Source: an optimization exercise on an open RTL-to-GDS flow (aim: small area and a short achievable clock period). Production flows keep margins and buffers that such runs may drop. No functional check of the RTL was part of any run shown here. Power is estimated from default activity; no workload was simulated.

==> flow/design.v (outline; a module is shown in full before it is edited, if it fits) <==
// module logical: 92 lines
// module arithmetic: 152 lines
// module multiplier: 902 lines
// module ALU: 49 lines
module ALU(
input clk,
input [15:0] a, b,
input [3*8:0] op,
output [31:0] out
    );
  // ...
==> flow/flow/run.sh <==
#!/bin/bash
# Layout flow: the standard ORFS flow, with
#  - the generated multiplier and adder modules mapped gate for gate onto cells (flow/map_cells.py)
#    before synthesis, so Yosys keeps their adder structure as written;
#  - small port buffers and a timing-repair slack target.
set -euo pipefail
MARGIN=$(cat flow/margin.txt 2>/dev/null || echo 0)
BUF=$(cat flow/portbuf.txt 2>/dev/null || echo sky130_fd_sc_hd__buf_2)
python3 flow/map_cells.py design.v design_mapped.v > map_cells.log 2>&1
bash standard.sh "VERILOG_FILES=$PWD/design_mapped.v" "BUFFER_PORTS_ARGS=-buffer_cell $BUF" "SETUP_SLACK_MARGIN=$MARGIN" finish > standard.log 2>&1
==> flow/flow/map_cells.py <==
#!/usr/bin/env python3
"""Maps the generated modules of design.v (multiplier, arithmetic, logical) gate for gate onto sky130
cells before synthesis. In those modules each gate is one assign driving a net named KIND_N
(KIND_N_s / KIND_N_c for the sum and carry of an adder); KIND names the cell. Other lines are
kept; the multiplier's product register becomes dfxtp cells named as Yosys names them.
usage: map_cells.py design.v out.v"""
import re, sys

CELL = {
    'inv': ('inv_1', ['A'], ['Y']),
    'nand2': ('nand2_1', ['A', 'B'], ['Y']),
    'nor2': ('nor2_1', ['A', 'B'], ['Y']),
    'fa': ('fa_1', ['A', 'B', 'CIN'], ['SUM', 'COUT']),
    'ha': ('ha_1', ['A', 'B'], ['SUM', 'COUT']),
    'xor2': ('xor2_1', ['A', 'B'], ['X']),
    'xnor2': ('xnor2_1', ['A', 'B'], ['Y']),
    'a21oi': ('a21oi_1', ['A1', 'A2', 'B1'], ['Y']),
    'o21ai': ('o21ai_1', ['A1', 'A2', 'B1'], ['Y']),
    'a222oi': ('a222oi_1', ['A1', 'A2', 'B1', 'B2', 'C1', 'C2'], ['Y']),
    'a22oi': ('a22oi_1', ['A1', 'A2', 'B1', 'B2'], ['Y']),
    'nand3': ('nand3_1', ['A', 'B', 'C'], ['Y']),
    'and2': ('and2_1', ['A', 'B'], ['X']),
    'and2b': ('and2b_1', ['A_N', 'B'], ['X']),
    'nor3': ('nor3_1', ['A', 'B', 'C'], ['Y']),
    'nor4': ('nor4_1', ['A', 'B', 'C', 'D'], ['Y']),
    'nand4': ('nand4_1', ['A', 'B', 'C', 'D'], ['Y']),
    'a21o': ('a21o_1', ['A1', 'A2', 'B1'], ['X']),
}
# drive strength by fanout inside the module: (fanout at least, cell)
SIZES = {
    'inv': [(4, 'inv_2'), (8, 'inv_4')],
    'nand2': [(4, 'nand2_2')],
    'nor2': [(4, 'nor2_2'), (8, 'nor2_4')],
    'a21oi': [(4, 'a21oi_2'), (8, 'a21oi_4')],
    'o21ai': [(5, 'o21ai_2'), (9, 'o21ai_4')],
    'nor3': [(4, 'nor3_2'), (8, 'nor3_4')],
    'and2': [(4, 'and2_2'), (8, 'and2_4')],
}
IDENT = r'[A-Za-z_][A-Za-z0-9_]*(?:\s*\[\s*\d+\s*\])?'
GATE = re.compile(r'\s*assign\s+((' + '|'.join(CELL) + r')(?:X(\d+))?_(\d+)(?:_([sc]))?)\s*=\s*([^;]*);\s*$')


def map_module(mod):
    gates = {}
    out = []
    for line in mod.split('\n'):
        m = GATE.match(line)
        if not m:
            out.append(line)
            continue
        lhs, kind, size, idx, part, rhs = m.groups()
        ins = []
        for t in re.findall(IDENT, rhs):
            t = re.sub(r'\s+', '', t)
            if t not in ins:
                ins.append(t)
        e = gates.get(idx)
        if e is None:
            e = gates[idx] = {'kind': kind, 'size': size, 'ins': None, 'outs': {}, 'pos': len(out)}
            out.append(None)
        if part in (None, 's'):
            e['ins'] = ins
        e['outs'][part] = lhs
    fanout = {}
    for e in gates.values():
        for s in e['ins']:
            fanout[s] = fanout.get(s, 0) + 1
    for line in out:
        if line is not None and not line.lstrip().startswith('sky130'):
            for t in re.findall(IDENT, line):
                fanout[t] = fanout.get(t, 0) + 1
    for idx, e in gates.items():
        cell, ip, op = CELL[e['kind']]
        outs0 = list(e['outs'].values())
        fo = max(fanout.get(o, 0) for o in outs0)
        for lim, big in SIZES.get(e['kind'], []):
            if fo >= lim:
                cell = big
        if e['size']:
            cell = cell.rsplit('_', 1)[0] + '_' + e['size']
        assert len(e['ins']) == len(ip), (idx, e)
        outs = [e['outs'][None]] if None in e['outs'] else [e['outs']['s'], e['outs']['c']]
        pins = [f'.{p}({s})' for p, s in zip(ip, e['ins'])] + \
               [f'.{p}({s})' for p, s in zip(op, outs)]
        out[e['pos']] = f'sky130_fd_sc_hd__{cell} g{idx} (' + ', '.join(pins) + ');'
    text = '\n'.join(out)
    m = re.search(r'always\s*@\s*\(\s*posedge\s+clk\s*\)\s*C\s*<=\s*prod\s*;', text)
    if m:
        regs = '\n'.join(f'sky130_fd_sc_hd__dfxtp_1 \\C[{c}]$_DFF_P_  (.CLK(clk), .D(prod[{c}]), .Q(C[{c}]));'
                         for c in range(32))
        text = text[:m.start()] + regs + text[m.end():]
        text = re.sub(r'output\s+reg\s+\[31:0\]\s*C', 'output [31:0] C', text)
    return text, len(gates)


src = open(sys.argv[1]).read()
total = 0
for name in ('multiplier', 'arithmetic', 'logical'):
    m = re.search(r'module\s+' + name + r'\s*\(.*?\bendmodule\b', src, re.S)
    if m:
        text, n = map_module(m.group(0))
        src = src[:m.start()] + text + src[m.end():]
        total += n
open(sys.argv[2], 'w').write(src)
print(f'mapped {total} gates', file=sys.stderr)
==> flow/standard.sh <==
#!/bin/bash
# synth_recipe.tcl (not shown) runs the flow's synth.tcl, then flattens the netlist and writes it again
# the make line also repeats each setting of config.mk as NAME=value (left out here)
make -C /OpenROAD-flow-scripts/flow DESIGN_CONFIG=/design/flow/config.mk WORK_HOME=/design/flow/orfs CLKGATE_MAP_FILE= SYNTH_SCRIPT=/design/flow/synth_recipe.tcl "${@:-finish}"
==> flow/config.mk <==
export PLATFORM = sky130hd
export DESIGN_NAME = ALU
export DESIGN_NICKNAME = ALU
export VERILOG_FILES = /design/flow/design.v
export SDC_FILE = /design/flow/constraint.sdc
export NUM_CORES = 4
export LEC_CHECK = 0
export CAP_MARGIN = 20
export CORE_MARGIN = 2
export CORE_UTILIZATION = 40
export SLEW_MARGIN = 20
==> flow/constraint.sdc <==
create_clock -name core_clock -period 28.0 [get_ports {clk}]
set_input_delay 5.6000 -clock core_clock [delete_from_list [all_inputs] [get_ports {clk}]]
set_output_delay 5.6000 -clock core_clock [all_outputs]
set_load 0.01 [all_outputs]
==> impl_metrics.env, run 1 <==
export IMPL_avgViaCountPerCell=5.70
export IMPL_crit_type="in -> out"
export IMPL_min_to="M.C[0]$_DFF_P_"
export IMPL_dr_wl_met3_um=2090
export IMPL_seq_cell_share_pct=6.40
export IMPL_ys_flop_type="dfxtp_1"
export IMPL_status="finished clean"
export IMPL_multi_input_cells=889
export IMPL_worstPathArrival_ns=8.81
export IMPL_numCtsBuffers=5
export IMPL_pre_cts_ws_ns=13.60
export IMPL_multi_input_area_um2=8180
export IMPL_clockNetworkAreaShare_pct=1.64
export IMPL_min_delay_path_depth=3
export IMPL_worst_pin_slew_ns=1.02
export IMPL_cts_sinks=32
export IMPL_setup_violations_final=0
export IMPL_n_clock_buffer=6
export IMPL_via_count=7681
export IMPL_h_tree_depth=2
export IMPL_m1WireLength_um=11700
export IMPL_top_layer_used="met4"
export IMPL_holdWs_ns=5.75
export IMPL_grt_use_met1_pct=33.3
export IMPL_synth_ff_latch_count=32
export IMPL_rsz0062_at_grt="no"
export IMPL_timing_fmax_mhz=69.4
export IMPL_yosysMostFrequentCell="nor2_1"
export IMPL_dpl_instance_area_um2=9850
export IMPL_ys_types=49
==> run 2: changes to the inputs <==
==> flow/flow/run.sh (replaced) <==
#!/bin/bash
# Layout flow: the standard ORFS flow, with
#  - the generated multiplier, adder and result-select modules mapped gate for gate onto
#    cells (flow/map_cells.py) before synthesis, so Yosys keeps their structure as written;
#  - small port buffers, a small clock tree without dummy loads, and an optional
#    timing-repair slack target.
set -euo pipefail
MARGIN=$(cat flow/margin.txt 2>/dev/null || echo 0)
BUF=$(cat flow/portbuf.txt 2>/dev/null || echo sky130_fd_sc_hd__buf_2)
CTS=$(cat flow/cts_args.txt 2>/dev/null || echo "-sink_clustering_enable -repair_clock_nets")
python3 flow/map_cells.py design.v design_mapped.v > map_cells.log 2>&1
bash standard.sh "VERILOG_FILES=$PWD/design_mapped.v" "BUFFER_PORTS_ARGS=-buffer_cell $BUF" \
  "SETUP_SLACK_MARGIN=$MARGIN" "CTS_ARGS=$CTS" finish > standard.log 2>&1
==> flow/flow/cts_args.txt (new file) <==
-buf_list sky130_fd_sc_hd__clkbuf_4 -root_buf sky130_fd_sc_hd__clkbuf_4 -sink_clustering_enable -dont_use_dummy_load -repair_clock_nets
==> run 2 against run 1 <==
- die area did not move
- final cell count fell by 0.15%
- maximum frequency about the same
- clock power down 58%
- cell area fell by 1.2%
- global-route usage about the same
- largest cell class unchanged
- first-iteration DRC count up 1.7%
- still clean
==> impl_metrics.env, run 2 <==
export IMPL_internal_power_w=0.0000726
export IMPL_finalNetCount=1342
export IMPL_cts_resized=0
export IMPL_fin_util_pct=43.8
export IMPL_yosysMostFrequentCell="nor2_1"
export IMPL_startpoint="op[0]"
export IMPL_ios=90
export IMPL_setup_violations_final=0
export IMPL_drt_iter0_drc=822
export IMPL_antenna_left=0
export IMPL_power_frac_clock_pct=20.5
export IMPL_fin_crit_sh_pct=51.4
export IMPL_worst_pin_slew_ns=1.01
export IMPL_synth_top_cell_area_share_pct=45.1
export IMPL_peakVddDrop_mv=0.00891
export IMPL_synth_ff_latch_count=32
export IMPL_synth_nets=1262
export IMPL_synth_top_area_cell="fa_1"
export IMPL_hold_start="a[0]"
export IMPL_start_util_pct=40.5
export IMPL_layout_commonest_cell="nor2_1"
export IMPL_min_delay_path_depth=3
export IMPL_status="finished clean"
export IMPL_via_count=7691
export IMPL_grt_max_degree=33
export IMPL_total_power_w=0.000134
export IMPL_firstDrtPassIters=10
export IMPL_crit_path_end_kind="output port"
export IMPL_power_frac_comb_pct=45.6
export IMPL_powerDensity_nw_per_um2=13.6
export IMPL_pwr_share_seq_pct=33.9
export IMPL_clkSlewWorstSetupHoldPaths_ns=0.12
export IMPL_cts_buffer_depth=2
export IMPL_hold_viol=0
export IMPL_netlist_area_um2=9150
export IMPL_h_tree_depth=2
export IMPL_numCtsBuffers=5
export IMPL_drc=0
export IMPL_cts_hold_fix_buffers=0
export IMPL_synth_area_top_cells="fa_1 45%, nor2_1 11%, dfxtp_1 7.0%"
export IMPL_final_cell_mix="273 x nor2_1, 206 x fa_1, 89 x buf_2, 65 x xor2_1, 39 x nand2_1"
export IMPL_area_delta_synth_final_pct=8.04
export IMPL_core_um2=22600
export IMPL_min_path_type="in -> reg"
export IMPL_timing_fmax_mhz=69.4
export IMPL_port_buffers=89
export IMPL_ys_types=49
export IMPL_die_area_um2=24100
export IMPL_sw_frac_of_total_pct=46.0
export IMPL_syn_area_per_cell_um2=9.32
export IMPL_grt_pass1_vias=7958
export IMPL_required_ns=22.40
export IMPL_dpl_cell_count=1340
export IMPL_layout_min_cycle_time_ns=14.40
export IMPL_grtUsageTotal_pct=23.1
export IMPL_largest_reg_flops=32
export IMPL_async_flop_share_pct=0
export IMPL_place_gp_congestion=0.942
export IMPL_ys_flop_type="dfxtp_1"
export IMPL_grt_pass1_wl_um=43600
export IMPL_cts_tree="built"
export IMPL_leakage_nw=5.06
export IMPL_max_slew_margin_rel_pct=32.6
export IMPL_avgViaCountPerCell=5.71
export IMPL_final_instance_count_excl_fill=1346
export IMPL_synth_commonest_cells="274 x nor2_1, 206 x fa_1, 65 x xor2_1, 39 x nand2_1, 37 x xnor2_1"
export IMPL_largest_registers="M.C (32)"
export IMPL_rsz0062_at_grt="no"
export IMPL_die_width_um=155
export IMPL_dpl_instance_area_um2=9850
export IMPL_max_cap_violations=0
export IMPL_setup_tns_ns=0
export IMPL_crit_type="in -> out"
export IMPL_drive_gt1_share_pct=14.8
export IMPL_synthCells=982
export IMPL_crit_fanout=9
export IMPL_p_switching_w=0.0000618
export IMPL_grt_overflow_total=0
export IMPL_antenna_found_initial=1
export IMPL_die_h_um=155
export IMPL_cp_start_kind="input port"
export IMPL_num_rows=55
export IMPL_cts_sinks=32
export IMPL_worstPathArrival_ns=8.80
export IMPL_root_buffer="clkbuf_4"
export IMPL_final_area_um2=9890
export IMPL_wirelength_um=26700
export IMPL_yosysSeqAreaShare_pct=7.00
export IMPL_wl_per_cell_um=19.8
export IMPL_largest_register="M.C"
export IMPL_post_cts_repair_setup_buffers=0
export IMPL_synth_edf_count=0
export IMPL_dp_hpwl_um=20100
export IMPL_yosysWarnings=0
export IMPL_slew_viol_final=0
[run 2: cell counts after synthesis]
No cell type changed its count.
[run 2: path summary, 6_finish.rpt]
kind	end
hold / removal	M.C[0]$_DFF_P_
setup / recovery	out[16]
[run 2: layout make-up]
cell class,count,area (um2)
antenna,1,2.50
clock buffer,5,37.5
fill,2228,12700
inverter,42,198
multi-input combinational,889,8180
sequential,32,641
tap,285,357
timing repair buffer,92,468
[run 2: logic make-up after synthesis]
kind of cell | count (synthesis) | share of synthesized area (%)
and+or+nand+nor | 445 | 22.7
DFF | 32 | 7.00
xor gates and xnor gates | 102 | 9.76
adders and majority gates | 222 | 47.3
AOI/OAI and AO/OA | 120 | 9.53
buffers and inverters | 61 | 3.73
[run 2: metrics by stage]
| stage | worst slack (ns) | hold slack (ns) |
|---|---|---|
| floorplan | 14.19 | 5.76 |
| global placement | 13.66 | 6.05 |
| detailed placement | 13.60 | 6.04 |
| CTS | 13.59 | 5.62 |
| global route | 13.37 | 5.65 |
| finish | 13.60 | 5.64 |
[run 2: metal layers]
| metal | part of all wire [%] | up-vias | global-route usage (%) |
|---|---|---|---|
| met5 | 0 | - | 0 |
| met4 | 2.2 | 0 | 5.64 |
| met3 | 8.9 | 35 | 4.09 |
| met2 | 46 | 373 | 37.0 |
| met1 | 43 | 3864 | 33.0 |
| li1 | - | 3419 | - |
[run 2: worst max-delay path, stage by stage]
cell and delay [ns]:
buf_2 0.16, and2b_1 0.28, nor2_2 0.31, xor2_1 0.43, and2b_1 0.27, a21oi_1 0.17, o21ai_2 0.13, a21oi_4 0.29
o21ai_1 0.18, a21oi_2 0.40, and2b_1 0.25, a21o_1 0.17, buf_2 0.14
[run 2: power by group through the flow]
stage / Clock, W / Combinational (W) / Sequential (W)
after global placement: 0 / 0.0000600 / 0.0000465
after detailed placement: 0 / 0.0000594 / 0.0000465
final: 0.0000276 / 0.0000613 / 0.0000455
after floorplan: 0 / 0.0000386 / 0.0000465
after CTS: 0.0000294 / 0.0000599 / 0.0000455
after global routing: 0.0000314 / 0.0000661 / 0.0000455
==> module logical, before the edit <==
module logical(input [15:0] a, p, g, s, input [16:0] m, input k_g, k_p, k_a, inv, as, add, left, rol, right, asr, ror, mul, cmp, ne, input [1:0] lt, output [16:0] x);
wire a222oi_20001, xor2_20002, a222oi_20003, a22oi_20004, nand3_20005, a222oi_20006, xor2_20007, a222oi_20008, a22oi_20009, nand3_20010, a222oi_20011, xor2_20012, a222oi_20013, a22oi_20014, nand3_20015, a222oi_20016;
wire xor2_20017, a222oi_20018, a22oi_20019, nand3_20020, a222oi_20021, xor2_20022, a222oi_20023, a22oi_20024, nand3_20025, a222oi_20026, xor2_20027, a222oi_20028, a22oi_20029, nand3_20030, a222oi_20031, xor2_20032;
wire a222oi_20033, a22oi_20034, nand3_20035, a222oi_20036, xor2_20037, a222oi_20038, a22oi_20039, nand3_20040, a222oi_20041, xor2_20042, a222oi_20043, a22oi_20044, nand3_20045, a222oi_20046, xor2_20047, a222oi_20048;
wire a22oi_20049, nand3_20050, a222oi_20051, xor2_20052, a222oi_20053, a22oi_20054, nand3_20055, a222oi_20056, xor2_20057, a222oi_20058, a22oi_20059, nand3_20060, a222oi_20061, xor2_20062, a222oi_20063, a22oi_20064;
wire nand3_20065, a222oi_20066, xor2_20067, a222oi_20068, a22oi_20069, nand3_20070, a222oi_20071, xor2_20072, a222oi_20073, a22oi_20074, nand3_20075, a222oi_20076, xor2_20077, a22oi_20078, a22oi_20079, a22oi_20080;
wire nand4_20081, and2b_20082, a21o_20083;
assign a222oi_20001 = ~((k_g & g[0]) | (k_p & p[0]) | (k_a & a[0]));
assign xor2_20002 = a222oi_20001 ^ inv;
assign a222oi_20003 = ~((as & s[0]) | (rol & a[15]) | (right & a[1]));
assign a22oi_20004 = ~((mul & m[0]) | (cmp & ne));
assign nand3_20005 = ~(a222oi_20003 & a22oi_20004 & xor2_20002);
assign a222oi_20006 = ~((k_g & g[1]) | (k_p & p[1]) | (k_a & a[1]));
assign xor2_20007 = a222oi_20006 ^ inv;
assign a222oi_20008 = ~((as & s[1]) | (left & a[0]) | (right & a[2]));
assign a22oi_20009 = ~((mul & m[1]) | (cmp & lt[0]));
assign nand3_20010 = ~(a222oi_20008 & a22oi_20009 & xor2_20007);
assign a222oi_20011 = ~((k_g & g[2]) | (k_p & p[2]) | (k_a & a[2]));
assign xor2_20012 = a222oi_20011 ^ inv;
assign a222oi_20013 = ~((as & s[2]) | (left & a[1]) | (right & a[3]));
assign a22oi_20014 = ~((mul & m[2]) | (cmp & lt[0]));
assign nand3_20015 = ~(a222oi_20013 & a22oi_20014 & xor2_20012);
assign a222oi_20016 = ~((k_g & g[3]) | (k_p & p[3]) | (k_a & a[3]));
assign xor2_20017 = a222oi_20016 ^ inv;
assign a222oi_20018 = ~((as & s[3]) | (left & a[2]) | (right & a[4]));
assign a22oi_20019 = ~((mul & m[3]) | (cmp & lt[0]));
assign nand3_20020 = ~(a222oi_20018 & a22oi_20019 & xor2_20017);
assign a222oi_20021 = ~((k_g & g[4]) | (k_p & p[4]) | (k_a & a[4]));
assign xor2_20022 = a222oi_20021 ^ inv;
assign a222oi_20023 = ~((as & s[4]) | (left & a[3]) | (right & a[5]));
assign a22oi_20024 = ~((mul & m[4]) | (cmp & lt[0]));
assign nand3_20025 = ~(a222oi_20023 & a22oi_20024 & xor2_20022);
assign a222oi_20026 = ~((k_g & g[5]) | (k_p & p[5]) | (k_a & a[5]));
assign xor2_20027 = a222oi_20026 ^ inv;
assign a222oi_20028 = ~((as & s[5]) | (left & a[4]) | (right & a[6]));
assign a22oi_20029 = ~((mul & m[5]) | (cmp & lt[0]));
assign nand3_20030 = ~(a222oi_20028 & a22oi_20029 & xor2_20027);
assign a222oi_20031 = ~((k_g & g[6]) | (k_p & p[6]) | (k_a & a[6]));
assign xor2_20032 = a222oi_20031 ^ inv;
assign a222oi_20033 = ~((as & s[6]) | (left & a[5]) | (right & a[7]));
assign a22oi_20034 = ~((mul & m[6]) | (cmp & lt[0]));
assign nand3_20035 = ~(a222oi_20033 & a22oi_20034 & xor2_20032);
assign a222oi_20036 = ~((k_g & g[7]) | (k_p & p[7]) | (k_a & a[7]));
assign xor2_20037 = a222oi_20036 ^ inv;
assign a222oi_20038 = ~((as & s[7]) | (left & a[6]) | (right & a[8]));
assign a22oi_20039 = ~((mul & m[7]) | (cmp & lt[0]));
assign nand3_20040 = ~(a222oi_20038 & a22oi_20039 & xor2_20037);
assign a222oi_20041 = ~((k_g & g[8]) | (k_p & p[8]) | (k_a & a[8]));
assign xor2_20042 = a222oi_20041 ^ inv;
assign a222oi_20043 = ~((as & s[8]) | (left & a[7]) | (right & a[9]));
assign a22oi_20044 = ~((mul & m[8]) | (cmp & lt[1]));
assign nand3_20045 = ~(a222oi_20043 & a22oi_20044 & xor2_20042);
assign a222oi_20046 = ~((k_g & g[9]) | (k_p & p[9]) | (k_a & a[9]));
assign xor2_20047 = a222oi_20046 ^ inv;
assign a222oi_20048 = ~((as & s[9]) | (left & a[8]) | (right & a[10]));
assign a22oi_20049 = ~((mul & m[9]) | (cmp & lt[1]));
assign nand3_20050 = ~(a222oi_20048 & a22oi_20049 & xor2_20047);
assign a222oi_20051 = ~((k_g & g[10]) | (k_p & p[10]) | (k_a & a[10]));
assign xor2_20052 = a222oi_20051 ^ inv;
assign a222oi_20053 = ~((as & s[10]) | (left & a[9]) | (right & a[11]));
assign a22oi_20054 = ~((mul & m[10]) | (cmp & lt[1]));
assign nand3_20055 = ~(a222oi_20053 & a22oi_20054 & xor2_20052);
assign a222oi_20056 = ~((k_g & g[11]) | (k_p & p[11]) | (k_a & a[11]));
assign xor2_20057 = a222oi_20056 ^ inv;
assign a222oi_20058 = ~((as & s[11]) | (left & a[10]) | (right & a[12]));
assign a22oi_20059 = ~((mul & m[11]) | (cmp & lt[1]));
assign nand3_20060 = ~(a222oi_20058 & a22oi_20059 & xor2_20057);
assign a222oi_20061 = ~((k_g & g[12]) | (k_p & p[12]) | (k_a & a[12]));
assign xor2_20062 = a222oi_20061 ^ inv;
assign a222oi_20063 = ~((as & s[12]) | (left & a[11]) | (right & a[13]));
assign a22oi_20064 = ~((mul & m[12]) | (cmp & lt[1]));
assign nand3_20065 = ~(a222oi_20063 & a22oi_20064 & xor2_20062);
assign a222oi_20066 = ~((k_g & g[13]) | (k_p & p[13]) | (k_a & a[13]));
assign xor2_20067 = a222oi_20066 ^ inv;
assign a222oi_20068 = ~((as & s[13]) | (left & a[12]) | (right & a[14]));
assign a22oi_20069 = ~((mul & m[13]) | (cmp & lt[1]));
assign nand3_20070 = ~(a222oi_20068 & a22oi_20069 & xor2_20067);
assign a222oi_20071 = ~((k_g & g[14]) | (k_p & p[14]) | (k_a & a[14]));
assign xor2_20072 = a222oi_20071 ^ inv;
assign a222oi_20073 = ~((as & s[14]) | (left & a[13]) | (right & a[15]));
assign a22oi_20074 = ~((mul & m[14]) | (cmp & lt[1]));
assign nand3_20075 = ~(a222oi_20073 & a22oi_20074 & xor2_20072);
assign a222oi_20076 = ~((k_g & g[15]) | (k_p & p[15]) | (k_a & a[15]));
assign xor2_20077 = a222oi_20076 ^ inv;
assign a22oi_20078 = ~((as & s[15]) | (left & a[14]));
assign a22oi_20079 = ~((mul & m[15]) | (cmp & lt[1]));
assign a22oi_20080 = ~((asr & a[15]) | (ror & a[0]));
assign nand4_20081 = ~(a22oi_20078 & a22oi_20079 & a22oi_20080 & xor2_20077);
assign and2b_20082 = ~lt[0] & add;
assign a21o_20083 = (mul & m[16]) | and2b_20082;
assign x = {a21o_20083, nand4_20081, nand3_20075, nand3_20070, nand3_20065, nand3_20060, nand3_20055, nand3_20050, nand3_20045, nand3_20040, nand3_20035, nand3_20030, nand3_20025, nand3_20020, nand3_20015, nand3_20010, nand3_20005};
endmodule
==> module arithmetic, before the edit <==
module arithmetic(input [15:0] A, input [15:0] B, input [2:0] o, output [15:0] S, output [1:0] lt, output [15:0] p, output [15:0] g);
wire and2b_10001, nor2X2_10002, nor2X2_10003, nor2X2_10004, nor2X2_10005, xor2_10006, xor2_10007, and2b_10008, xor2_10009, xor2_10010, and2b_10011, xor2_10012, xor2_10013, and2b_10014, xor2_10015, xor2_10016;
wire and2b_10017, xor2_10018, xor2_10019, and2b_10020, xor2_10021, xor2_10022, and2b_10023, xor2_10024, xor2_10025, and2b_10026, xor2_10027, xor2_10028, and2b_10029, xor2_10030, xor2_10031, and2b_10032;
wire xor2_10033, xor2_10034, and2b_10035, xor2_10036, xor2_10037, and2b_10038, xor2_10039, xor2_10040, and2b_10041, xor2_10042, xor2_10043, and2b_10044, xor2_10045, xor2_10046, and2b_10047, xor2_10048;
wire xor2_10049, and2b_10050, xor2_10051, xor2_10052, and2b_10053, a21oi_10054, a21oi_10055, nand2_10056, a21oi_10057, nand2_10058, a21oi_10059, nand2_10060, a21oi_10061, nand2_10062, a21oi_10063, nand2_10064;
wire a21oi_10065, nand2_10066, a21oi_10067, nand2_10068, inv_10069, a21oi_10070, o21ai_10071, inv_10072, a21oi_10073, inv_10074, nand2_10075, o21ai_10076, nor2_10077, inv_10078, a21oi_10079, inv_10080;
wire nand2_10081, o21ai_10082, nor2_10083, inv_10084, a21oi_10085, inv_10086, nand2_10087, o21ai_10088, nor2_10089, a21oi_10090, inv_10091, o21ai_10092, inv_10093, o21ai_10094, a21oi_10095, a21oi_10096;
wire nand2_10097, inv_10098, o21ai_10099, inv_10100, nand2_10101, inv_10102, o21ai_10103, inv_10104, nand2_10105, a21oi_10106, nand2_10107, inv_10108, a21oi_10109, o21ai_10110, o21ai_10111, inv_10112;
wire a21oi_10113, o21ai_10114, inv_10115, o21ai_10116, inv_10117, o21ai_10118, o21ai_10119, xor2_10121, xnor2_10122, xnor2_10123, xor2_10124, xnor2_10125, xor2_10126, xor2_10127, xnor2_10128, xnor2_10129;
wire xor2_10130, xor2_10131, xnor2_10132, xor2_10133, xor2_10134, xor2_10135, xor2_10136, a21oiX2_10137, a21oiX2_10138;
assign and2b_10001 = ~o[0] & o[2];
assign nor2X2_10002 = ~(o[1] | and2b_10001);
assign nor2X2_10003 = ~(o[1] | and2b_10001);
assign nor2X2_10004 = ~(o[1] | and2b_10001);
assign nor2X2_10005 = ~(o[1] | and2b_10001);
assign xor2_10006 = A[0] ^ B[0];
assign xor2_10007 = xor2_10006 ^ nor2X2_10002;
assign and2b_10008 = ~xor2_10007 & A[0];
assign xor2_10009 = A[1] ^ B[1];
assign xor2_10010 = xor2_10009 ^ nor2X2_10002;
assign and2b_10011 = ~xor2_10010 & A[1];
assign xor2_10012 = A[2] ^ B[2];
assign xor2_10013 = xor2_10012 ^ nor2X2_10002;
assign and2b_10014 = ~xor2_10013 & A[2];
assign xor2_10015 = A[3] ^ B[3];
assign xor2_10016 = xor2_10015 ^ nor2X2_10002;
assign and2b_10017 = ~xor2_10016 & A[3];
assign xor2_10018 = A[4] ^ B[4];
assign xor2_10019 = xor2_10018 ^ nor2X2_10003;
assign and2b_10020 = ~xor2_10019 & A[4];
assign xor2_10021 = A[5] ^ B[5];
assign xor2_10022 = xor2_10021 ^ nor2X2_10003;
assign and2b_10023 = ~xor2_10022 & A[5];
assign xor2_10024 = A[6] ^ B[6];
assign xor2_10025 = xor2_10024 ^ nor2X2_10003;
assign and2b_10026 = ~xor2_10025 & A[6];
assign xor2_10027 = A[7] ^ B[7];
assign xor2_10028 = xor2_10027 ^ nor2X2_10003;
assign and2b_10029 = ~xor2_10028 & A[7];
assign xor2_10030 = A[8] ^ B[8];
assign xor2_10031 = xor2_10030 ^ nor2X2_10004;
assign and2b_10032 = ~xor2_10031 & A[8];
assign xor2_10033 = A[9] ^ B[9];
assign xor2_10034 = xor2_10033 ^ nor2X2_10004;
assign and2b_10035 = ~xor2_10034 & A[9];
assign xor2_10036 = A[10] ^ B[10];
assign xor2_10037 = xor2_10036 ^ nor2X2_10004;
assign and2b_10038 = ~xor2_10037 & A[10];
assign xor2_10039 = A[11] ^ B[11];
assign xor2_10040 = xor2_10039 ^ nor2X2_10004;
assign and2b_10041 = ~xor2_10040 & A[11];
assign xor2_10042 = A[12] ^ B[12];
assign xor2_10043 = xor2_10042 ^ nor2X2_10005;
assign and2b_10044 = ~xor2_10043 & A[12];
assign xor2_10045 = A[13] ^ B[13];
assign xor2_10046 = xor2_10045 ^ nor2X2_10005;
assign and2b_10047 = ~xor2_10046 & A[13];
assign xor2_10048 = A[14] ^ B[14];
assign xor2_10049 = xor2_10048 ^ nor2X2_10005;
assign and2b_10050 = ~xor2_10049 & A[14];
assign xor2_10051 = A[15] ^ B[15];
assign xor2_10052 = xor2_10051 ^ nor2X2_10005;
assign and2b_10053 = ~xor2_10052 & A[15];
assign a21oi_10054 = ~((xor2_10007 & nor2X2_10002) | and2b_10008);
assign a21oi_10055 = ~((xor2_10013 & and2b_10011) | and2b_10014);
assign nand2_10056 = ~(xor2_10013 & xor2_10010);
assign a21oi_10057 = ~((xor2_10019 & and2b_10017) | and2b_10020);
assign nand2_10058 = ~(xor2_10019 & xor2_10016);
assign a21oi_10059 = ~((xor2_10025 & and2b_10023) | and2b_10026);
assign nand2_10060 = ~(xor2_10025 & xor2_10022);
assign a21oi_10061 = ~((xor2_10031 & and2b_10029) | and2b_10032);
assign nand2_10062 = ~(xor2_10031 & xor2_10028);
assign a21oi_10063 = ~((xor2_10037 & and2b_10035) | and2b_10038);
assign nand2_10064 = ~(xor2_10037 & xor2_10034);
assign a21oi_10065 = ~((xor2_10043 & and2b_10041) | and2b_10044);
assign nand2_10066 = ~(xor2_10043 & xor2_10040);
assign a21oi_10067 = ~((xor2_10049 & and2b_10047) | and2b_10050);
assign nand2_10068 = ~(xor2_10049 & xor2_10046);
assign inv_10069 = ~a21oi_10054;
assign a21oi_10070 = ~((xor2_10010 & inv_10069) | and2b_10011);
assign o21ai_10071 = ~((nand2_10056 | a21oi_10054) & a21oi_10055);
assign inv_10072 = ~a21oi_10057;
assign a21oi_10073 = ~((xor2_10022 & inv_10072) | and2b_10023);
assign inv_10074 = ~nand2_10058;
assign nand2_10075 = ~(xor2_10022 & inv_10074);
assign o21ai_10076 = ~((nand2_10060 | a21oi_10057) & a21oi_10059);
assign nor2_10077 = ~(nand2_10060 | nand2_10058);
assign inv_10078 = ~a21oi_10061;
assign a21oi_10079 = ~((xor2_10034 & inv_10078) | and2b_10035);
assign inv_10080 = ~nand2_10062;
assign nand2_10081 = ~(xor2_10034 & inv_10080);
assign o21ai_10082 = ~((nand2_10064 | a21oi_10061) & a21oi_10063);
assign nor2_10083 = ~(nand2_10064 | nand2_10062);
assign inv_10084 = ~a21oi_10065;
assign a21oi_10085 = ~((xor2_10046 & inv_10084) | and2b_10047);
assign inv_10086 = ~nand2_10066;
assign nand2_10087 = ~(xor2_10046 & inv_10086);
assign o21ai_10088 = ~((nand2_10068 | a21oi_10065) & a21oi_10067);
assign nor2_10089 = ~(nand2_10068 | nand2_10066);
assign a21oi_10090 = ~((xor2_10016 & o21ai_10071) | and2b_10017);
assign inv_10091 = ~o21ai_10071;
assign o21ai_10092 = ~((nand2_10058 | inv_10091) & a21oi_10057);
assign inv_10093 = ~o21ai_10071;
assign o21ai_10094 = ~((nand2_10075 | inv_10093) & a21oi_10073);
assign a21oi_10095 = ~((nor2_10077 & o21ai_10071) | o21ai_10076);
assign a21oi_10096 = ~((xor2_10040 & o21ai_10082) | and2b_10041);
assign nand2_10097 = ~(xor2_10040 & nor2_10083);
assign inv_10098 = ~o21ai_10082;
assign o21ai_10099 = ~((nand2_10066 | inv_10098) & a21oi_10065);
assign inv_10100 = ~nand2_10066;
assign nand2_10101 = ~(inv_10100 & nor2_10083);
assign inv_10102 = ~o21ai_10082;
assign o21ai_10103 = ~((nand2_10087 | inv_10102) & a21oi_10085);
assign inv_10104 = ~nand2_10087;
assign nand2_10105 = ~(inv_10104 & nor2_10083);
assign a21oi_10106 = ~((nor2_10089 & o21ai_10082) | o21ai_10088);
assign nand2_10107 = ~(nor2_10089 & nor2_10083);
assign inv_10108 = ~a21oi_10095;
assign a21oi_10109 = ~((xor2_10028 & inv_10108) | and2b_10029);
assign o21ai_10110 = ~((nand2_10062 | a21oi_10095) & a21oi_10061);
assign o21ai_10111 = ~((nand2_10081 | a21oi_10095) & a21oi_10079);
assign inv_10112 = ~a21oi_10095;
assign a21oi_10113 = ~((nor2_10083 & inv_10112) | o21ai_10082);
assign o21ai_10114 = ~((nand2_10097 | a21oi_10095) & a21oi_10096);
assign inv_10115 = ~o21ai_10099;
assign o21ai_10116 = ~((nand2_10101 | a21oi_10095) & inv_10115);
assign inv_10117 = ~o21ai_10103;
assign o21ai_10118 = ~((nand2_10105 | a21oi_10095) & inv_10117);
assign o21ai_10119 = ~((nand2_10107 | a21oi_10095) & a21oi_10106);
assign xor2_10121 = xor2_10007 ^ nor2X2_10002;
assign xnor2_10122 = ~(xor2_10010 ^ a21oi_10054);
assign xnor2_10123 = ~(xor2_10013 ^ a21oi_10070);
assign xor2_10124 = xor2_10016 ^ o21ai_10071;
assign xnor2_10125 = ~(xor2_10019 ^ a21oi_10090);
assign xor2_10126 = xor2_10022 ^ o21ai_10092;
assign xor2_10127 = xor2_10025 ^ o21ai_10094;
assign xnor2_10128 = ~(xor2_10028 ^ a21oi_10095);
assign xnor2_10129 = ~(xor2_10031 ^ a21oi_10109);
assign xor2_10130 = xor2_10034 ^ o21ai_10110;
assign xor2_10131 = xor2_10037 ^ o21ai_10111;
assign xnor2_10132 = ~(xor2_10040 ^ a21oi_10113);
assign xor2_10133 = xor2_10043 ^ o21ai_10114;
assign xor2_10134 = xor2_10046 ^ o21ai_10116;
assign xor2_10135 = xor2_10049 ^ o21ai_10118;
assign xor2_10136 = xor2_10052 ^ o21ai_10119;
assign a21oiX2_10137 = ~((xor2_10052 & o21ai_10119) | and2b_10053);
assign a21oiX2_10138 = ~((xor2_10052 & o21ai_10119) | and2b_10053);
assign S = {xor2_10136, xor2_10135, xor2_10134, xor2_10133, xnor2_10132, xor2_10131, xor2_10130, xnor2_10129, xnor2_10128, xor2_10127, xor2_10126, xnor2_10125, xor2_10124, xnor2_10123, xnor2_10122, xor2_10121};
assign p = {xor2_10052, xor2_10049, xor2_10046, xor2_10043, xor2_10040, xor2_10037, xor2_10034, xor2_10031, xor2_10028, xor2_10025, xor2_10022, xor2_10019, xor2_10016, xor2_10013, xor2_10010, xor2_10007};
assign g = {and2b_10053, and2b_10050, and2b_10047, and2b_10044, and2b_10041, and2b_10038, and2b_10035, and2b_10032, and2b_10029, and2b_10026, and2b_10023, and2b_10020, and2b_10017, and2b_10014, and2b_10011, and2b_10008};
assign lt = {a21oiX2_10138, a21oiX2_10137};
endmodule
==> module ALU, before the edit <==
module ALU(
input clk,
input [15:0] a, b,
input [3*8:0] op,
output [31:0] out
    );
wire [7:0] c0 = op[7:0], c1 = op[15:8], c2 = op[23:16];
wire z2  = (op[24:16] == 9'd0);          
wire z1  = z2 & (c1 == 8'd0);            
wire t3  = ~op[24];                      
wire is_mul  = z1 & (c0 == "*");
wire is_add  = z1 & (c0 == "+");
wire is_sub  = z1 & (c0 == "-");
wire is_not  = z1 & (c0 == "~");
wire is_or   = z1 & (c0 == "|");
wire is_and  = z1 & (c0 == "&");
wire is_xor  = z1 & (c0 == "^");
wire tl      = z2 & (c1 == "~");
wire is_nand = tl & (c0 == "&");
wire is_nor  = tl & (c0 == "|");
wire is_xnor = tl & (c0 == "^");
wire is_shl  = z2 & (c1 == "<") & (c0 == "<");
wire is_shr  = z2 & (c1 == ">") & (c0 == ">");
wire as_     = t3 & (c2 == "a") & (c1 == "s");
wire ro_     = t3 & (c2 == "r") & (c1 == "o");
wire is_asl  = as_ & (c0 == "l");
wire is_asr  = as_ & (c0 == "r");
wire is_rol  = ro_ & (c0 == "l");
wire is_ror  = ro_ & (c0 == "r");
wire is_cmp  = t3 & (c2 == "c") & (c1 == "m") & (c0 == "p");
wire [15:0] s, p, g;
wire [1:0] lt;                           
arithmetic AA1(.A(a), .B(b), .o(op[2:0]), .S(s), .lt(lt), .p(p), .g(g));
wire ne = ~&p;                           
wire [31:0] m;
multiplier M(.clk(clk), .A1(a), .B1(b), .op(op), .C(m));
wire as = is_add | is_sub;
logical L(.a(a), .p(p), .g(g), .s(s), .m(m[16:0]),
  .k_g(is_and | is_or | is_nand | is_nor),
  .k_p(is_or | is_xor | is_nor | is_xnor),
  .k_a(is_not),
  .inv(is_not | is_nand | is_nor | is_xnor),
  .as(as), .add(is_add),
  .left(is_shl | is_asl | is_rol), .rol(is_rol),
  .right(is_shr | is_asr | is_ror), .asr(is_asr), .ror(is_ror),
  .mul(is_mul), .cmp(is_cmp), .lt(lt), .ne(ne),
  .x(out[16:0]));
assign out[31:17] = {15{is_mul}} & m[31:17];
endmodule
==> run 3: changes to the inputs <==
--- a/flow/design.v
+++ b/flow/design.v
@@ -5,5 +5,5 @@
 wire a22oi_20049, nand3_20050, a222oi_20051, xor2_20052, a222oi_20053, a22oi_20054, nand3_20055, a222oi_20056, xor2_20057, a222oi_20058, a22oi_20059, nand3_20060, a222oi_20061, xor2_20062, a222oi_20063, a22oi_20064;
 wire nand3_20065, a222oi_20066, xor2_20067, a222oi_20068, a22oi_20069, nand3_20070, a222oi_20071, xor2_20072, a222oi_20073, a22oi_20074, nand3_20075, a222oi_20076, xor2_20077, a22oi_20078, a22oi_20079, a22oi_20080;
-wire nand4_20081, and2b_20082, a21o_20083;
+wire nand4_20081, inv_20082, nor2_20083, a21o_20084;
 assign a222oi_20001 = ~((k_g & g[0]) | (k_p & p[0]) | (k_a & a[0]));
 assign xor2_20002 = a222oi_20001 ^ inv;
@@ -87,7 +87,8 @@
 assign a22oi_20080 = ~((asr & a[15]) | (ror & a[0]));
 assign nand4_20081 = ~(a22oi_20078 & a22oi_20079 & a22oi_20080 & xor2_20077);
-assign and2b_20082 = ~lt[0] & add;
-assign a21o_20083 = (mul & m[16]) | and2b_20082;
-assign x = {a21o_20083, nand4_20081, nand3_20075, nand3_20070, nand3_20065, nand3_20060, nand3_20055, nand3_20050, nand3_20045, nand3_20040, nand3_20035, nand3_20030, nand3_20025, nand3_20020, nand3_20015, nand3_20010, nand3_20005};
+assign inv_20082 = ~add;
+assign nor2_20083 = ~(inv_20082 | lt[0]);
+assign a21o_20084 = (mul & m[16]) | nor2_20083;
+assign x = {a21o_20084, nand4_20081, nand3_20075, nand3_20070, nand3_20065, nand3_20060, nand3_20055, nand3_20050, nand3_20045, nand3_20040, nand3_20035, nand3_20030, nand3_20025, nand3_20020, nand3_20015, nand3_20010, nand3_20005};
 endmodule
 module arithmetic(input [15:0] A, input [15:0] B, input [2:0] o, output [15:0] S, output [1:0] lt, output [15:0] p, output [15:0] g);
@@ -100,5 +101,5 @@
 wire nand2_10097, inv_10098, o21ai_10099, inv_10100, nand2_10101, inv_10102, o21ai_10103, inv_10104, nand2_10105, a21oi_10106, nand2_10107, inv_10108, a21oi_10109, o21ai_10110, o21ai_10111, inv_10112;
 wire a21oi_10113, o21ai_10114, inv_10115, o21ai_10116, inv_10117, o21ai_10118, o21ai_10119, xor2_10121, xnor2_10122, xnor2_10123, xor2_10124, xnor2_10125, xor2_10126, xor2_10127, xnor2_10128, xnor2_10129;
-wire xor2_10130, xor2_10131, xnor2_10132, xor2_10133, xor2_10134, xor2_10135, xor2_10136, a21oiX2_10137, a21oiX2_10138;
+wire xor2_10130, xor2_10131, xnor2_10132, xor2_10133, xor2_10134, xor2_10135, xor2_10136, a21oiX4_10137, a21oiX4_10138;
 assign and2b_10001 = ~o[0] & o[2];
 assign nor2X2_10002 = ~(o[1] | and2b_10001);
@@ -236,10 +237,10 @@
 assign xor2_10135 = xor2_10049 ^ o21ai_10118;
 assign xor2_10136 = xor2_10052 ^ o21ai_10119;
-assign a21oiX2_10137 = ~((xor2_10052 & o21ai_10119) | and2b_10053);
-assign a21oiX2_10138 = ~((xor2_10052 & o21ai_10119) | and2b_10053);
+assign a21oiX4_10137 = ~((xor2_10052 & o21ai_10119) | and2b_10053);
+assign a21oiX4_10138 = ~((xor2_10052 & o21ai_10119) | and2b_10053);
 assign S = {xor2_10136, xor2_10135, xor2_10134, xor2_10133, xnor2_10132, xor2_10131, xor2_10130, xnor2_10129, xnor2_10128, xor2_10127, xor2_10126, xnor2_10125, xor2_10124, xnor2_10123, xnor2_10122, xor2_10121};
-assign p = {xor2_10052, xor2_10049, xor2_10046, xor2_10043, xor2_10040, xor2_10037, xor2_10034, xor2_10031, xor2_10028, xor2_10025, xor2_10022, xor2_10019, xor2_10016, xor2_10013, xor2_10010, xor2_10007};
+assign p = {xor2_10051, xor2_10048, xor2_10045, xor2_10042, xor2_10039, xor2_10036, xor2_10033, xor2_10030, xor2_10027, xor2_10024, xor2_10021, xor2_10018, xor2_10015, xor2_10012, xor2_10009, xor2_10006};
 assign g = {and2b_10053, and2b_10050, and2b_10047, and2b_10044, and2b_10041, and2b_10038, and2b_10035, and2b_10032, and2b_10029, and2b_10026, and2b_10023, and2b_10020, and2b_10017, and2b_10014, and2b_10011, and2b_10008};
-assign lt = {a21oiX2_10138, a21oiX2_10137};
+assign lt = {a21oiX4_10138, a21oiX4_10137};
 endmodule
 module multiplier(input clk, input [15:0] A1, input [15:0] B1, input [24:0] op, output reg [31:0] C);
@@ -1178,5 +1179,5 @@
 wire [1:0] lt;                           
 arithmetic AA1(.A(a), .B(b), .o(op[2:0]), .S(s), .lt(lt), .p(p), .g(g));
-wire ne = ~&p;                           
+wire ne = |p;                            
 wire [31:0] m;
 multiplier M(.clk(clk), .A1(a), .B1(b), .op(op), .C(m));
removed: flow/flow/cts_args.txt
==> run 3 against run 2 <==
- combinational power grew 0.7%
- final cell count grew 0.30%
- die area grew 0.50%
- sequential power is essentially flat
- synthesized cell count grew 0.31%
- sequential cell count is the same
- routed wire length grew 8.3%
- largest cell class unchanged
- sequential share of layout area shrank 0.11 points
==> impl_metrics.env, run 3 <==
export IMPL_via_count=7886
export IMPL_synth_adder_area_share_pct=47.0
export IMPL_hold_viol=0
export IMPL_power_frac_clock_pct=35.6
export IMPL_worst_pin_slew_ns=0.979
export IMPL_sw_frac_of_total_pct=38.7
export IMPL_die_h_um=156
export IMPL_required_ns=22.40
export IMPL_grt_max_degree=33
export IMPL_fin_util_pct=44.4
export IMPL_rsz0062_at_grt="no"
export IMPL_internal_power_w=0.000102
export IMPL_avgViaCountPerCell=5.84
export IMPL_yosysSeqAreaShare_pct=6.96
export IMPL_antenna_left=0
export IMPL_max_cap_violations=0
export IMPL_seq_area_um2=641
export IMPL_firstDrtPassIters=8
export IMPL_grt_pass1_vias=8283
export IMPL_synth_top_cell_area_share_pct=44.8
export IMPL_min_delay_path_depth=3
export IMPL_drive_gt1_share_pct=17.1
export IMPL_status="finished clean"
export IMPL_synth_ff_latch_count=32
export IMPL_post_cts_repair_setup_buffers=0
export IMPL_h_tree_depth=2
export IMPL_grt_overflow_total=0
export IMPL_finalNetCount=1345
export IMPL_cp_slowest_cell="xor2_1"
export IMPL_wl_per_cell_um=21.4
export IMPL_core_um2=22600
export IMPL_root_buffer="clkbuf_16"
export IMPL_cts_buffer_depth=2
export IMPL_grtUsageTotal_pct=25.2
export IMPL_netlist_area_um2=9200
export IMPL_nFillCells=2212
export IMPL_synth_simple_area_share_pct=22.9
export IMPL_synth_top_family_by_area="adder cells"
export IMPL_max_slew_margin_rel_pct=34.5
export IMPL_synth_compound_gate_area_share_pct=9.59
export IMPL_synth_top_area_cell="fa_1"
export IMPL_num_rows=55
export IMPL_port_buffers=89
export IMPL_drt_iter0_drc=712
export IMPL_pwr_share_seq_pct=27.4
export IMPL_peakVddDrop_mv=0.0187
export IMPL_timing_fmax_mhz=70.2
export IMPL_layout_min_cycle_time_ns=14.24
export IMPL_setup_tns_ns=0
export IMPL_slew_viol_final=0
export IMPL_async_flop_share_pct=0
export IMPL_leakage_nw=5.12
export IMPL_die_width_um=156
export IMPL_numCtsBuffers=5
export IMPL_place_gp_congestion=0.899
export IMPL_cp_start_kind="input port"
export IMPL_synth_area_top_cells="fa_1 45%, nor2_1 11%, dfxtp_1 7.0%"
export IMPL_synth_commonest_cells="277 x nor2_1, 206 x fa_1, 64 x xor2_1, 39 x nand2_1, 38 x xnor2_1"
export IMPL_crit_path_end_kind="output port"
export IMPL_dp_hpwl_um=21200
export IMPL_yosysMostFrequentCell="nor2_1"
export IMPL_largest_registers="M.C (32)"
export IMPL_syn_area_per_cell_um2=9.34
export IMPL_wirelength_um=28900
export IMPL_cts_hold_fix_buffers=0
export IMPL_synthCells=985
export IMPL_grt_pass1_wl_um=47100
export IMPL_synth_nets=1265
export IMPL_crit_type="in -> out"
export IMPL_ios=90
export IMPL_ys_flop_type="dfxtp_1"
export IMPL_multi_input_area_um2=8240
export IMPL_start_util_pct=40.6
export IMPL_cts_sinks=32
export IMPL_hold_start="a[0]"
export IMPL_cpPeakStageDelay_ns=0.33
export IMPL_power_frac_comb_pct=37.0
export IMPL_synthXorXnorAreaFrac_pct=9.71
export IMPL_synth_mux_area_fraction_pct=0
export IMPL_yosysWarnings=0
export IMPL_clkSlewWorstSetupHoldPaths_ns=0.05
export IMPL_area_delta_synth_final_pct=9.33
export IMPL_final_cell_mix="275 x nor2_1, 206 x fa_1, 89 x buf_2, 64 x xor2_1, 39 x nand2_1"
export IMPL_min_path_type="in -> reg"
export IMPL_powerDensity_nw_per_um2=16.5
export IMPL_drc=0
export IMPL_antenna_found_initial=0
export IMPL_fin_crit_sh_pct=50.9
export IMPL_layout_commonest_cell="nor2_1"
export IMPL_cts_resized=0
export IMPL_synth_edf_count=0
export IMPL_largest_register="M.C"
export IMPL_ys_types=51
export IMPL_min_to="M.C[0]$_DFF_P_"
export IMPL_n_antenna_cell=0
export IMPL_crit_fanout=9
export IMPL_die_area_um2=24200
export IMPL_worstPathArrival_ns=8.64
export IMPL_setup_violations_final=0
export IMPL_path_cells="buf_2, and2b_1, nor2_2, xor2_1, and2b_1, a21oi_1, o21ai_2, a21oi_4, o21ai_1, a21oi_4, nor2_1, a21o_1, buf_2"
export IMPL_p_switching_w=0.0000645
export IMPL_cts_tree="built"
export IMPL_largest_reg_flops=32
==> run 3: cell count changes in the layout (fill, tap and decap cells not counted), moves of 3 or more <==
cell / previous run / this run
nor4bb_1: 3 / 0
nor4_1: 9 / 14
a21oi_4: 1 / 4
and2_2: 0 / 15
clkbuf_4: 5 / 0
nor3_1: 8 / 4
and2_1: 18 / 1
nand3_1: 17 / 22
clkbuf_16: 0 / 5
and2b_2: 0 / 3
nand4_1: 10 / 6
==> run 3: power groups by stage <==
| stage | Sequential [W] | Combinational [W] | Clock (W) |
|---|---|---|---|
| after global placement | 0.0000465 | 0.0000602 | 0 |
| after floorplan | 0.0000465 | 0.0000392 | 0 |
| after CTS | 0.0000456 | 0.0000603 | 0.0000597 |
| after global routing | 0.0000455 | 0.0000670 | 0.0000616 |
| after detailed placement | 0.0000465 | 0.0000599 | 0 |
| final | 0.0000456 | 0.0000617 | 0.0000592 |
==> run 3: cells by family (layout without fill, tap and decap cells) <==
logic type,Yosys count,count (layout)
XOR/XNOR,102,102
adder cells (fa/ha/maj),222,222
AND/OR/NAND/NOR,448,448
flip-flops,32,32
buffers and inverters,61,141
AO/OA/AOI/OAI,120,120
==> run 3: routing by layer <==
metal	GRT usage, %	wire, um	part of all wire (%)
met5	0	0	0
met4	8.26	842	2.9
met1	34.4	11800	41
met2	41.5	13800	48
met3	3.50	2420	8.4
==> run 3: through the flow <==
step	power (W)	cells	cell area (um2)	hold WS (ns)	setup WS, ns
after floorplan	0.0000858	985	9200	5.76	13.87
after global placement	0.000107	1343	9880	6.05	13.82
after detailed placement	0.000106	1343	9900	6.06	13.83
after CTS	0.000166	1350	10100	5.77	13.82
after global routing	0.000174	1350	10100	5.79	13.58
final	0.000166	1350	10100	5.78	13.76
==> run 3: how the worst max path moves through the flow <==
stage / from / to / slack (ns) / cells after the start
final: op[0] / out[16] / 13.76 / 13
after global routing: op[0] / out[16] / 13.58 / 13
after floorplan: op[10] / out[15] / 13.87 / 8
after CTS: op[0] / out[16] / 13.82 / 13
after global placement: op[10] / out[2] / 13.82 / 9
after detailed placement: op[0] / out[16] / 13.83 / 13
==> run 3: critical path, delay by kind of cell <==
| kind | cells | cell delay, ns |
|---|---|---|
| AOI/OAI and AO/OA | 6 | 1.40 |
| xor gates and xnor gates | 1 | 0.33 |
| buffers and inverters | 2 | 0.30 |
| and+or+nand+nor | 4 | 0.99 |
==> run 3: layout make-up <==
cell class	count	area share [%]
Clock buffer	7	1.52
Inverter	42	1.97
Multi-Input combinational cell	892	81.9
Sequential cell	32	6.37
Tap cell	285	3.55
Timing Repair Buffer	92	4.65
==> run 4: changes to the inputs <==
--- a/flow/design.v
+++ b/flow/design.v
@@ -93,5 +93,5 @@
 endmodule
 module arithmetic(input [15:0] A, input [15:0] B, input [2:0] o, output [15:0] S, output [1:0] lt, output [15:0] p, output [15:0] g);
-wire and2b_10001, nor2X2_10002, nor2X2_10003, nor2X2_10004, nor2X2_10005, xor2_10006, xor2_10007, and2b_10008, xor2_10009, xor2_10010, and2b_10011, xor2_10012, xor2_10013, and2b_10014, xor2_10015, xor2_10016;
+wire nor2b_10001, nor2X2_10002, nor2X2_10003, nor2X2_10004, nor2X2_10005, xor2_10006, xor2_10007, and2b_10008, xor2_10009, xor2_10010, and2b_10011, xor2_10012, xor2_10013, and2b_10014, xor2_10015, xor2_10016;
 wire and2b_10017, xor2_10018, xor2_10019, and2b_10020, xor2_10021, xor2_10022, and2b_10023, xor2_10024, xor2_10025, and2b_10026, xor2_10027, xor2_10028, and2b_10029, xor2_10030, xor2_10031, and2b_10032;
 wire xor2_10033, xor2_10034, and2b_10035, xor2_10036, xor2_10037, and2b_10038, xor2_10039, xor2_10040, and2b_10041, xor2_10042, xor2_10043, and2b_10044, xor2_10045, xor2_10046, and2b_10047, xor2_10048;
@@ -102,9 +102,9 @@
 wire a21oi_10113, o21ai_10114, inv_10115, o21ai_10116, inv_10117, o21ai_10118, o21ai_10119, xor2_10121, xnor2_10122, xnor2_10123, xor2_10124, xnor2_10125, xor2_10126, xor2_10127, xnor2_10128, xnor2_10129;
 wire xor2_10130, xor2_10131, xnor2_10132, xor2_10133, xor2_10134, xor2_10135, xor2_10136, a21oiX4_10137, a21oiX4_10138;
-assign and2b_10001 = ~o[0] & o[2];
-assign nor2X2_10002 = ~(o[1] | and2b_10001);
-assign nor2X2_10003 = ~(o[1] | and2b_10001);
-assign nor2X2_10004 = ~(o[1] | and2b_10001);
-assign nor2X2_10005 = ~(o[1] | and2b_10001);
+assign nor2b_10001 = ~o[0] & o[2];
+assign nor2X2_10002 = ~(o[1] | nor2b_10001);
+assign nor2X2_10003 = ~(o[1] | nor2b_10001);
+assign nor2X2_10004 = ~(o[1] | nor2b_10001);
+assign nor2X2_10005 = ~(o[1] | nor2b_10001);
 assign xor2_10006 = A[0] ^ B[0];
 assign xor2_10007 = xor2_10006 ^ nor2X2_10002;
--- a/flow/flow/map_cells.py
+++ b/flow/flow/map_cells.py
@@ -22,4 +22,5 @@
     'and2': ('and2_1', ['A', 'B'], ['X']),
     'and2b': ('and2b_1', ['A_N', 'B'], ['X']),
+    'nor2b': ('nor2b_1', ['A', 'B_N'], ['Y']),
     'nor3': ('nor3_1', ['A', 'B', 'C'], ['Y']),
     'nor4': ('nor4_1', ['A', 'B', 'C', 'D'], ['Y']),
==> run 4 against run 3 <==
- still clean on timing, DRC and antenna
- routed wire length shrank 2.2%
- non-clock buffer count is 3 higher
- global-route usage shrank 0.68 points
- clock-buffer cell count is the same
- hold slack worse by 0.0043 ns
- synthesized area barely moved
- critical path depth unchanged
- combinational power decreased by 0.8%
- sequential cell count unchanged
- first-iteration DRC count shrank 13%
- critical endpoint unchanged
==> impl_metrics.env, run 4 <==
export IMPL_grt_use_met2_pct=40.3
export IMPL_num_rows=55
export IMPL_grt_pass1_vias=8326
export IMPL_synth_top_area_cell="fa_1"
export IMPL_antenna_found_initial=0
export IMPL_grt_max_degree=33
export IMPL_drt_iter0_drc=620
export IMPL_yosysWarnings=0
export IMPL_cpPeakStageDelay_ns=0.45
export IMPL_n_antenna_cell=0
export IMPL_yosysMostFrequentCell="nor2_1"
export IMPL_wl_per_cell_um=20.9
export IMPL_synth_top_cell_area_share_pct=44.8
export IMPL_crit_buf_inv=2
export IMPL_cp_slowest_cell="o21ai_1"
export IMPL_largest_reg_flops=32
export IMPL_grt_use_met1_pct=33.3
export IMPL_required_ns=22.40
export IMPL_slew_viol_final=0
export IMPL_netlist_area_um2=9200
export IMPL_drc=0
export IMPL_start_util_pct=40.7
export IMPL_final_area_um2=10100
export IMPL_status="finished clean"
export IMPL_cp_start_kind="input port"
export IMPL_seq_area_um2=641
export IMPL_ys_types=51
export IMPL_synth_area_top_cells="fa_1 45%, nor2_1 11%, dfxtp_1 7.0%"
export IMPL_dpl_instance_area_um2=9900
export IMPL_cts_resized=0
export IMPL_largest_registers="M.C (32)"
export IMPL_layout_commonest_cell="nor2_1"
export IMPL_path_cells="buf_2, nor2b_1, nor2_2, xor2_1, and2b_1, a21oi_2, o21ai_2, a21oi_4, o21ai_1, a21oi_4, nor2_1, a21o_1, buf_2"
export IMPL_cts_hold_fix_buffers=0
export IMPL_startpoint="op[2]"
export IMPL_hold_start="a[0]"
export IMPL_crit_path_end_kind="output port"
export IMPL_antenna_left=0
export IMPL_layout_min_cycle_time_ns=14.25
export IMPL_synth_edf_count=0
export IMPL_die_h_um=156
export IMPL_die_width_um=156
export IMPL_hold_viol=0
export IMPL_ys_flop_type="dfxtp_1"
export IMPL_cts_buffer_depth=2
export IMPL_async_flop_share_pct=0
export IMPL_clkSlewWorstSetupHoldPaths_ns=0.05
export IMPL_area_delta_synth_final_pct=9.37
export IMPL_pre_cts_ws_ns=13.84
export IMPL_fin_crit_sh_pct=50.9
export IMPL_h_tree_depth=2
export IMPL_die_area_um2=24200
export IMPL_final_cell_mix="275 x nor2_1, 206 x fa_1, 89 x buf_2, 64 x xor2_1, 39 x nand2_1"
export IMPL_multi_input_area_um2=8220
export IMPL_root_buffer="clkbuf_16"
export IMPL_worstPathArrival_ns=8.65
export IMPL_nFillCells=2196
export IMPL_cts_tree="built"
export IMPL_setup_tns_ns=0
export IMPL_critPathTopFamily="compound AO/OA/AOI/OAI gates"
export IMPL_largest_register="M.C"
export IMPL_synth_commonest_cells="277 x nor2_1, 206 x fa_1, 64 x xor2_1, 39 x nand2_1, 38 x xnor2_1"
export IMPL_setup_violations_final=0
export IMPL_grt_overflow_total=0
export IMPL_crit_fanout=9
export IMPL_syn_area_per_cell_um2=9.34
export IMPL_fin_ws_ns=13.75
export IMPL_port_buffers=89
export IMPL_rsz0062_at_grt="no"
export IMPL_crit_type="in -> out"
export IMPL_post_cts_repair_setup_buffers=0
export IMPL_avgViaCountPerCell=5.81
export IMPL_place_gp_congestion=0.929
export IMPL_ios=90
export IMPL_max_slew_margin_rel_pct=36.2
export IMPL_grt_pass1_wl_um=46100
export IMPL_crit_cells=13
export IMPL_cts_sinks=32
export IMPL_worst_pin_slew_ns=0.954
export IMPL_wirelength_um=28200
export IMPL_peakVddDrop_mv=0.0235
export IMPL_top_usage_layer="met2"
export IMPL_timing_fmax_mhz=70.2
export IMPL_synth_nets=1265
export IMPL_max_cap_violations=0
export IMPL_core_um2=22600
export IMPL_dp_hpwl_um=21100
export IMPL_leakage_nw=5.13
export IMPL_firstDrtPassIters=8
export IMPL_synthCells=985
export IMPL_synth_ff_latch_count=32
export IMPL_finalNetCount=1348
export IMPL_numCtsBuffers=5
export IMPL_min_delay_path_depth=3
export IMPL_total_power_w=0.000166
export IMPL_use_met3_pct=4.08
export IMPL_yosysSeqAreaShare_pct=6.97
export IMPL_min_path_type="in -> reg"
export IMPL_powerDensity_nw_per_um2=16.5
export IMPL_grtUsageTotal_pct=24.5
export IMPL_drive_gt1_share_pct=17.2
export IMPL_via_count=7860
## run 4: logic make-up (layout without fill, tap and decap cells)
group	count (synthesis)	count (layout)	synth area share (%)
flip-flops	32	32	6.96
XOR/XNOR	102	102	9.71
AND/OR/NAND/NOR	448	448	22.9
adder cells (fa/ha/maj)	222	222	47.0
buffers and inverters	61	144	3.81
AO/OA/AOI/OAI	120	120	9.59
## run 4: final cells by class
cell class	count	share of cell area, %
well taps	285	3.54
inverters	42	1.97
flip-flops and latches	32	6.37
clock buffers	7	1.52
repair buffers	95	4.88
multi-input cells	892	81.7
## run 4: per-stage QoR
step                      hold slack, ns  utilization (%)  cells
after global routing                5.83             44.6   1353
final                               5.77             44.6   1353
after detailed placement            6.05             43.9   1346
after floorplan                     5.76                -    985
after global placement              6.05             43.9   1346
after CTS                           5.77             44.6   1353
## run 4: metal layers
| layer | wire length (um) | up-vias |
|---|---|---|
| li1 | - | 3429 |
| met1 | 11500 | 3981 |
| met2 | 13300 | 399 |
| met3 | 2600 | 51 |
| met4 | 807 | 0 |
| met5 | 0 | - |
## run 4: final timing paths
check                             to  slack (ns)
worst min-delay path  M.C[0]$_DFF_P_        5.77
worst max-delay path         out[16]       13.75
## run 4: power by group
| group | internal [W] | total (W) | switching [W] |
|---|---|---|---|
| Combinational | 0.0000191 | 0.0000612 | 0.0000422 |
| Clock | 0.0000374 | 0.0000597 | 0.0000223 |
| Sequential | 0.0000455 | 0.0000455 | 0.00000000000347 |
==> run 5: changes to the inputs <==
==> flow/flow/cts_args.txt (new file) <==
-buf_list sky130_fd_sc_hd__clkbuf_4 -root_buf sky130_fd_sc_hd__clkbuf_8 -sink_clustering_enable -sink_clustering_size 8 -sink_clustering_max_diameter 60 -dont_use_dummy_load -repair_clock_nets
==> run 5 against run 4 <==
- power down 15%
- critical path depth stayed put
- global-route usage fell by 0.054 points
- clock power fell by 41%
- critical endpoint unchanged
==> impl_metrics.env, run 5 <==
export IMPL_area_delta_synth_final_pct=8.46
export IMPL_largest_register="M.C"
export IMPL_synthXorXnorAreaFrac_pct=9.71
export IMPL_firstDrtPassIters=7
export IMPL_largest_registers="M.C (32)"
export IMPL_min_delay_path_depth=3
export IMPL_die_h_um=156
export IMPL_yosysMostFrequentCell="nor2_1"
export IMPL_synth_adder_area_share_pct=47.0
export IMPL_ys_flop_type="dfxtp_1"
export IMPL_n_antenna_cell=0
export IMPL_synth_commonest_cells="277 x nor2_1, 206 x fa_1, 64 x xor2_1, 39 x nand2_1, 38 x xnor2_1"
export IMPL_min_to="M.C[0]$_DFF_P_"
export IMPL_h_tree_depth=2
export IMPL_max_cap_violations=0
export IMPL_synth_top_cell_area_share_pct=44.8
export IMPL_drive_gt1_share_pct=17.1
export IMPL_syn_area_per_cell_um2=9.34
export IMPL_synthCells=985
export IMPL_pre_cts_ws_ns=13.84
export IMPL_synth_edf_count=0
export IMPL_fin_util_pct=44.2
export IMPL_start_util_pct=40.7
export IMPL_holdWs_ns=5.76
export IMPL_cp_start_kind="input port"
export IMPL_die_width_um=156
export IMPL_synth_compound_gate_area_share_pct=9.59
export IMPL_root_buffer="clkbuf_8"
export IMPL_synth_simple_area_share_pct=22.9
export IMPL_yosysSeqAreaShare_pct=6.97
export IMPL_num_rows=55
export IMPL_rsz0062_at_grt="no"
export IMPL_crit_fanout=9
export IMPL_wirelength_um=28200
export IMPL_dp_hpwl_um=21100
export IMPL_cts_hold_fix_buffers=0
export IMPL_leakage_nw=5.09
export IMPL_final_cell_mix="275 x nor2_1, 206 x fa_1, 89 x buf_2, 64 x xor2_1, 39 x nand2_1"
export IMPL_slew_viol_final=0
export IMPL_netlist_area_um2=9200
export IMPL_clkSlewWorstSetupHoldPaths_ns=0.06
export IMPL_grtUsageTotal_pct=24.4
export IMPL_fin_ws_ns=13.75
export IMPL_yosysWarnings=0
export IMPL_largest_reg_flops=32
export IMPL_post_cts_repair_setup_buffers=0
export IMPL_worstPathArrival_ns=8.65
export IMPL_cts_tree="built"
export IMPL_synth_top_area_cell="fa_1"
export IMPL_synth_ff_latch_count=32
export IMPL_grt_pass1_vias=8303
export IMPL_numCtsBuffers=5
export IMPL_setup_tns_ns=0
export IMPL_finalNetCount=1348
export IMPL_synth_area_top_cells="fa_1 45%, nor2_1 11%, dfxtp_1 7.0%"
export IMPL_status="finished clean"
export IMPL_final_area_um2=9980
export IMPL_cts_sinks=32
export IMPL_antenna_left=0
export IMPL_crit_type="in -> out"
export IMPL_ios=90
export IMPL_timing_fmax_mhz=70.2
export IMPL_grt_overflow_total=0
export IMPL_hold_viol=0
export IMPL_setup_violations_final=0
export IMPL_die_area_um2=24200
export IMPL_crit_path_end_kind="output port"
export IMPL_peakVddDrop_mv=0.0130
export IMPL_synth_nets=1265
export IMPL_synth_top_family_by_area="adder cells"
export IMPL_place_gp_congestion=0.929
export IMPL_antenna_found_initial=0
export IMPL_cts_resized=0
export IMPL_wl_per_cell_um=20.9
export IMPL_ys_types=51
export IMPL_layout_min_cycle_time_ns=14.25
export IMPL_max_slew_margin_rel_pct=36.7
export IMPL_avgViaCountPerCell=5.80
export IMPL_hold_start="a[0]"
export IMPL_drc=0
export IMPL_min_path_type="in -> reg"
export IMPL_fin_crit_sh_pct=50.9
export IMPL_layout_commonest_cell="nor2_1"
export IMPL_via_count=7838
export IMPL_port_buffers=89
export IMPL_async_flop_share_pct=0
export IMPL_cts_buffer_depth=2
export IMPL_grt_max_degree=33
export IMPL_core_um2=22600
export IMPL_grt_pass1_wl_um=46000
export IMPL_drt_iter0_drc=628
export IMPL_powerDensity_nw_per_um2=14.2
export IMPL_synth_mux_area_fraction_pct=0
export IMPL_dpl_instance_area_um2=9900
export IMPL_required_ns=22.40
export IMPL_worst_pin_slew_ns=0.946
[run 5: kinds of logic after synthesis]
| group | after synthesis |
|---|---|
| and+or+nand+nor | 448 |
| buffers and inverters | 61 |
| DFF | 32 |
| xor gates and xnor gates | 102 |
| AOI/OAI and AO/OA | 120 |
| adders and majority gates | 222 |
[run 5: worst max path at each step]
stage,startpoint,to,slack (ns),cells past startpoint
3_3_place_gp,op[2],out[16],13.91,13
6_report,op[2],out[16],13.75,13
2_1_floorplan,op[10],out[15],13.87,8
5_1_grt,op[2],out[16],13.52,13
4_1_cts,op[2],out[16],13.83,13
3_5_place_dp,op[2],out[16],13.84,13
[run 5: critical path, cell delays in order]
cell and delay [ns]:
buf_2 0.16, nor2b_1 0.43, nor2_2 0.17, xor2_1 0.22, and2b_1 0.28, a21oi_2 0.07, o21ai_2 0.31, a21oi_4 0.16
o21ai_1 0.45, a21oi_4 0.17, nor2_1 0.37, a21o_1 0.13, buf_2 0.13
[run 5: layer usage]
layer	up-vias	part of all wire (%)	global-route usage, %
met4	0	2.4	6.86
met1	3990	41	33.1
li1	3423	-	-
met3	45	9.0	4.17
met5	-	0	0
met2	380	48	40.6
[run 5: report_power, final]
part,switching [W],total [W],internal (W)
logic,0.0000421,0.0000612,0.0000191
registers,0.00000000000347,0.0000455,0.0000455
clock network,0.0000192,0.0000353,0.0000161
[run 5: area by class of cell]
| class | instances | area (um2) |
|---|---|---|
| clock buffers | 5 | 68.8 |
| well taps | 285 | 357 |
| multi-input cells | 892 | 8220 |
| fillers | 2204 | 12600 |
| inverters | 42 | 198 |
| flip-flops and latches | 32 | 641 |
| repair buffers | 95 | 490 |
[run 5: through the flow]
step	cells	power (W)
floorplan	985	0.0000857
global placement	1346	0.000107
detailed placement	1346	0.000106
CTS	1351	0.000142
global route	1351	0.000149
finish	1351	0.000142

==> separate check: timing with driven ports <==
Ports are ideal in the flow. The routed layouts listed here were re-timed in OpenROAD. Step 1 sets driving cells, clkbuf_16 on the clock port and buf_2 on the other inputs (assumed; they add their load-dependent delay and slew). Step 2 also shifts input and output timing later by t, the mid clock arrival at the registers, as if the neighbouring blocks saw the same clock. Slacks: ideal ports / drivers / drivers and shift; pairs: ideal ports / drivers.
| run | t (ns) | setup WS [ns] |
|---|---|---|
| run 1 | 0.335 | 13.595 / 13.563 / 13.563 |
| run 2 | 0.411 | 13.601 / 13.569 / 13.569 |
| run 3 | 0.327 | 13.759 / 13.734 / 13.734 |
| run 4 | 0.323 | 13.746 / 13.714 / 13.714 |
| run 5 | 0.339 | 13.746 / 13.713 / 13.713 |
After both steps setup and hold are still met in every run listed.
